From an optimization exercise on the open Yosys and OpenROAD flow, aimed at small area; shortcuts taken in it are not production practice. The flow treats the clock pin as an ideal source. Dropping or thinning the clock tree relies on that and would not hold on a real chip. Power figures rest on the tool's default switching activity, not on a simulated workload.

== P ==
==> module digital_lock, before the edit <==
module digital_lock #(
	parameter	width = 4,
	parameter	tick_cycles = 250
)(
	input				clock,
	input				reset,
	input		[3:0]	key,
	output	reg	[6:0]	HEX0,
	output	reg	[6:0]	HEX1,
	output	reg	[6:0]	HEX2,
	output	reg	[6:0]	HEX3,
	output	reg	[6:0]	HEX4,
	output	reg	[6:0]	HEX5,
	output	reg			LOCK_STATE,
	output	reg			UNLOCK_STATE,
	output	reg			ORIGIN_STATE,
	output	reg			SECOND_STATE,
	output	reg			THIRD_STATE
);
localparam	UNLOCKED	= 3'b000;
localparam	UNLOCKED_ERR	= 3'b001;
localparam	LOCKED	= 3'b101;
localparam	LOCKING	= 3'b011;
localparam	ORIGIN	= 3'b100;
localparam	UNLOCKING	= 3'b111;
localparam	SECOND	= 3'b010;
localparam	THIRD	= 3'b110;
localparam	C0 = 3'b000;
localparam	C1 = 3'b001;
localparam	C2 = 3'b100;
localparam	C3 = 3'b101;
localparam	C4 = 3'b110;
localparam	C5 = 3'b011;
localparam	C6 = 3'b010;
localparam	C7 = 3'b111;
localparam	D0 = 2'b00;
localparam	D1 = 2'b01;
localparam	D2 = 2'b11;
localparam	D3 = 2'b10;
reg	[2:0]	state;
reg	[3:0]	key_last;
reg	[7:0]	counter;
reg	[2:0]	t_h;
reg	[2:0]	cnt_o, cnt_b;	 
reg	[7:0]	pw_o, pw_b;		 
reg			t_e;
reg	[3:0]	shown;			 
wire	[3:0]	press = key_last & ~key;
wire			any_press = |press;
wire	[1:0]	digit = press[0] ? D0 : press[1] ? D1 : press[2] ? D2 : D3;
wire			tick = ~counter[7] & ~counter[6] & ~counter[5] & ~counter[4] & ~counter[3] & ~counter[2] & counter[0];
wire			in_o = (state[2] & ~state[1] & ~state[0]);
wire			in_b = (state[1] & ~state[0]);
wire			in_entry = (state[2] & ~state[0]) | (state[1] & ~state[0]);
wire			sel_b = (state[1]);
wire			in_s = (~state[2] & state[1] & ~state[0]);
wire	[2:0]	cnt = sel_b ? cnt_b : cnt_o;
wire			confirm = (cnt == C4) & press[1];
wire			timeout = (t_h[2] & t_h[1]);
wire			enter = ~confirm & ~timeout & any_press;	 
wire			show = ~timeout & ~any_press;				 
reg		[2:0]	cnt_next;
always @(*)
	case (cnt)
		C0:	cnt_next = C1;
		C1:	cnt_next = C2;
		C2:	cnt_next = C3;
		C3:	cnt_next = C4;
		C4:	cnt_next = C5;
		C5:	cnt_next = C6;
		default:	cnt_next = C7;
	endcase
wire	[3:0]	wpos = {cnt == C3, cnt == C2, cnt == C1, cnt == C0};
wire	[3:0]	spos = {cnt == C4, cnt == C3, cnt == C2, cnt == C1};
wire	[7:0]	pw_shown = ORIGIN_STATE ? pw_o : pw_b;
wire			match = (pw_shown == pw_o);
integer k;
always @(posedge clock) begin
	key_last	<= key;
	if (!reset) begin
		cnt_o	<= C0;
		cnt_b	<= C0;
	end
	else if (confirm) begin
		if (in_o) cnt_o <= C0;
		if (in_b) cnt_b <= C0;
	end
	else if (enter) begin
		if (in_o) cnt_o <= cnt_next;
		if (in_b) cnt_b <= cnt_next;
	end
	for (k = 0; k < 4; k = k + 1)
		if (enter & wpos[k]) begin
			if (in_o) pw_o[2*k +: 2] <= digit;
			if (in_b) pw_b[2*k +: 2] <= digit;
		end
	if (!in_entry | confirm)
		t_h		<= 3'b101;
	else if (tick)
		t_h		<= {t_h[1:0], ~(t_h[1] | t_h[2])};
	if (!reset | tick)
		counter	<= 8'd127;
	else
		counter	<= {counter[6:0], counter[7] ^ (~(counter[2] & counter[6]))};
	if (!in_entry | confirm | (show & (cnt == C7)))
		shown	<= 4'b0000;
	else if (show)
		shown	<= shown | spos;
	LOCK_STATE		<= !reset | (state[2] & ~state[1] & state[0]);
	UNLOCK_STATE	<= !reset | (~state[2] & ~state[1]);
	ORIGIN_STATE	<= !reset | (state[2] & ~state[1] & ~state[0]);
	SECOND_STATE	<= !reset | (~state[2] & state[1]);
	THIRD_STATE		<= !reset | (state[2] & state[1]);
	if (!reset) begin
		state	<= UNLOCKED;
		t_e		<= 1'b0;
	end
	else case (state)
		UNLOCKED, UNLOCKED_ERR: if (press[0])
			state	<= ORIGIN;
		LOCKED: if (press[3])
			state	<= THIRD;
		ORIGIN: if (confirm)
			state	<= SECOND;
		else if (timeout)
			state	<= UNLOCKED;
		SECOND: if (confirm)
			state	<= LOCKING;
		else if (timeout)
			state	<= UNLOCKED;
		THIRD: if (confirm)
			state	<= UNLOCKING;
		else if (timeout)
			state	<= LOCKED;
		LOCKING:
			state	<= match ? LOCKED : UNLOCKED_ERR;
		UNLOCKING: if (match)
			state	<= UNLOCKED;
		else begin
			state	<= LOCKED;
			t_e		<= 1'b1;
		end
	endcase
end
wire		m_u = UNLOCK_STATE & ((~state[2] & ~state[0]));	 
wire		m_lck = LOCK_STATE & ((~state[1]));	 
wire		m_e = (UNLOCK_STATE & ((state[0]))) | (m_lck & t_e);	 
wire		m_l = m_lck & ~t_e;								 
function [6:0] lit;
	input [1:0] x;
	case (x)
		D0: lit = ~7'b1111001;
		D1: lit = ~7'b0100100;
		D2: lit = ~7'b0110000;
		D3: lit = ~7'b0011001;
	endcase
endfunction
wire	[6:0]	l5 = {7{shown[0]}} & lit(pw_shown[1:0]);
wire	[6:0]	l4 = {7{shown[1]}} & lit(pw_shown[3:2]);
wire	[6:0]	l3 = {7{shown[2]}} & lit(pw_shown[5:4]);
wire	[6:0]	l2 = {7{shown[3]}} & lit(pw_shown[7:6]);
wire			m_any = m_e | m_u | m_l;
always @(*) begin
	HEX5 = ~(l5 | {m_e, m_any, m_any, m_any, m_u, m_u, m_e});
	HEX4 = ~(l4 | {m_any, 1'b0, m_any, m_l, m_u | m_l, 1'b0, 1'b0});
	HEX3 = ~(l3 | {m_e | m_l, m_u, m_any, m_u | m_l, 1'b0, 1'b0, 1'b0});
	HEX2 = ~(l2 | {m_any, m_l, m_any, m_any, m_e | m_u, m_l, 1'b0});
	HEX1 = ~{m_e | m_u, 1'b0, m_e | m_u, m_u, 3'b000};
	HEX0 = ~{m_u, m_u, m_u, m_u, 1'b0, m_u, 1'b0};
end
endmodule
export LEC_CHECK = 0
export CAP_MARGIN = 20
export CORE_MARGIN = 2
export CORE_UTILIZATION = 40
export SLEW_MARGIN = 20
create_clock -name core_clock -period 10.0 [get_ports {clock}]
standard.sh (not shown) runs the stock make flow with config.mk's settings and CLKGATE_MAP_FILE= SYNTH_SCRIPT=/design/flow/synth_recipe.tcl, a recipe that flattens the netlist after the stock synthesis.
==> flow/flow/run.sh <==
#!/bin/bash
# Standard layout (the standard.sh on ORFS), with three changes:
#  - before global placement every logic cell gets the smallest drive
#    strength of its kind (flow/downsize.tcl); repair_design in the
#    placement step sizes up again where needed;
#  - the port buffers are the smallest buffer (sky130_fd_sc_hd__buf_1);
#  - the clock tree is a few sky130_fd_sc_hd__clkbuf_8, each at the centre
#    of a cluster of registers it drives, all driven by the clock port
#    (flow/cts_pre.tcl builds it before the CTS step and turns
#    clock_tree_synthesis into a no-op); the rest of the CTS step (timing
#    repair, legalisation) runs as usual.
# The tools' output goes to standard.log; ORFS keeps its per-step logs
# under orfs/logs.
set -uo pipefail
export BUFFER_PORTS_ARGS="-buffer_cell sky130_fd_sc_hd__buf_1"
export PRE_GLOBAL_PLACE_TCL="$PWD/flow/downsize.tcl"
export PRE_CTS_TCL="$PWD/flow/cts_pre.tcl"
bash standard.sh > standard.log 2>&1
Other scripts of this flow, unchanged in this note and not shown: flow/flow/cts_pre.tcl, flow/flow/downsize.tcl
P reached the final stage; the timing, DRC and antenna checks on its layout passed.
--- input diff P..Q ---
-- flow/design.v --
<<< P, line 49
wire			any_press = |press;
wire	[1:0]	digit = press[0] ? D0 : press[1] ? D1 : press[2] ? D2 : D3;
wire			tick = ~counter[7] & ~counter[6] & ~counter[5] & ~counter[4] & ~counter[3] & ~counter[2] & counter[0];
wire			in_o = (state[2] & ~state[1] & ~state[0]);
wire			in_b = (state[1] & ~state[0]);
>>> Q, line 49
wire			any_press = |press;
wire	[1:0]	digit = press[0] ? D0 : press[1] ? D1 : press[2] ? D2 : D3;
wire			tick = counter[7] & counter[6] & counter[5] & counter[4] & counter[3] & counter[1] & counter[0];
wire			in_o = (state[2] & ~state[1] & ~state[0]);
wire			in_b = (state[1] & ~state[0]);
<<< P, line 57
wire	[2:0]	cnt = sel_b ? cnt_b : cnt_o;
wire			confirm = (cnt == C4) & press[1];
wire			timeout = (t_h[2] & t_h[1]);
wire			enter = ~confirm & ~timeout & any_press;	 
wire			show = ~timeout & ~any_press;				 
>>> Q, line 57
wire	[2:0]	cnt = sel_b ? cnt_b : cnt_o;
wire			confirm = (cnt == C4) & press[1];
wire			timeout = (~t_h[2] & ~t_h[1] & ~t_h[0]);
wire			enter = ~confirm & ~timeout & any_press;	 
wire			show = ~timeout & ~any_press;				 
<<< P, line 96
		end
	if (!in_entry | confirm)
		t_h		<= 3'b101;
	else if (tick)
		t_h		<= {t_h[1:0], ~(t_h[1] | t_h[2])};
	if (!reset | tick)
		counter	<= 8'd127;
	else
		counter	<= {counter[6:0], counter[7] ^ (~(counter[2] & counter[6]))};
	if (!in_entry | confirm | (show & (cnt == C7)))
		shown	<= 4'b0000;
>>> Q, line 96
		end
	if (!in_entry | confirm)
		t_h		<= 3'b001;
	else if (tick)
		t_h		<= {t_h[1:0], ~(t_h[2] ^ t_h[1])};
	if (!reset | tick)
		counter	<= 8'd231;
	else
		counter	<= {counter[6:0], ~(counter[7] ^ (counter[4] & counter[3]))};
	if (!in_entry | confirm | (show & (cnt == C7)))
		shown	<= 4'b0000;
--- outcome ---
Fraction of the yosys area taken by sequential cells came out higher on Q than on P. Cell count was higher in the run labelled P. Per the comparison of Q with P, count of unique library cells instantiated by Yosys went down, combinational power went down, worst-path maximum fanout went up, relative area change from synthesis to final layout went down.
No functional check of the RTL was part of any run of this note. No run of this note takes its clock network from TritonCTS; it comes from the design's own scripts or RTL.

afterwards: timing with drivers on the ports:
The flow's constraints put no driver on any port. The routed layouts listed below were extracted and timed again, unchanged, in two steps. Step 1 assumes that a clkbuf_16 drives the clock port and a buf_2 every other input. Step 2 also shifts input and output timing later by t, the mid clock arrival at the registers, as if the neighbouring blocks saw the same clock. a / b / c = ideal / step 1 / step 2; a / b = the first two.
run	shift t [ns]	slack for setup (ns)	worst data-port slew with drivers (ns)
P	0.199	6.196 / 6.145 / 6.316	0.03
Q	0.201	5.941 / 5.891 / 6.011	0.04
After both steps every run listed still meets setup and hold.
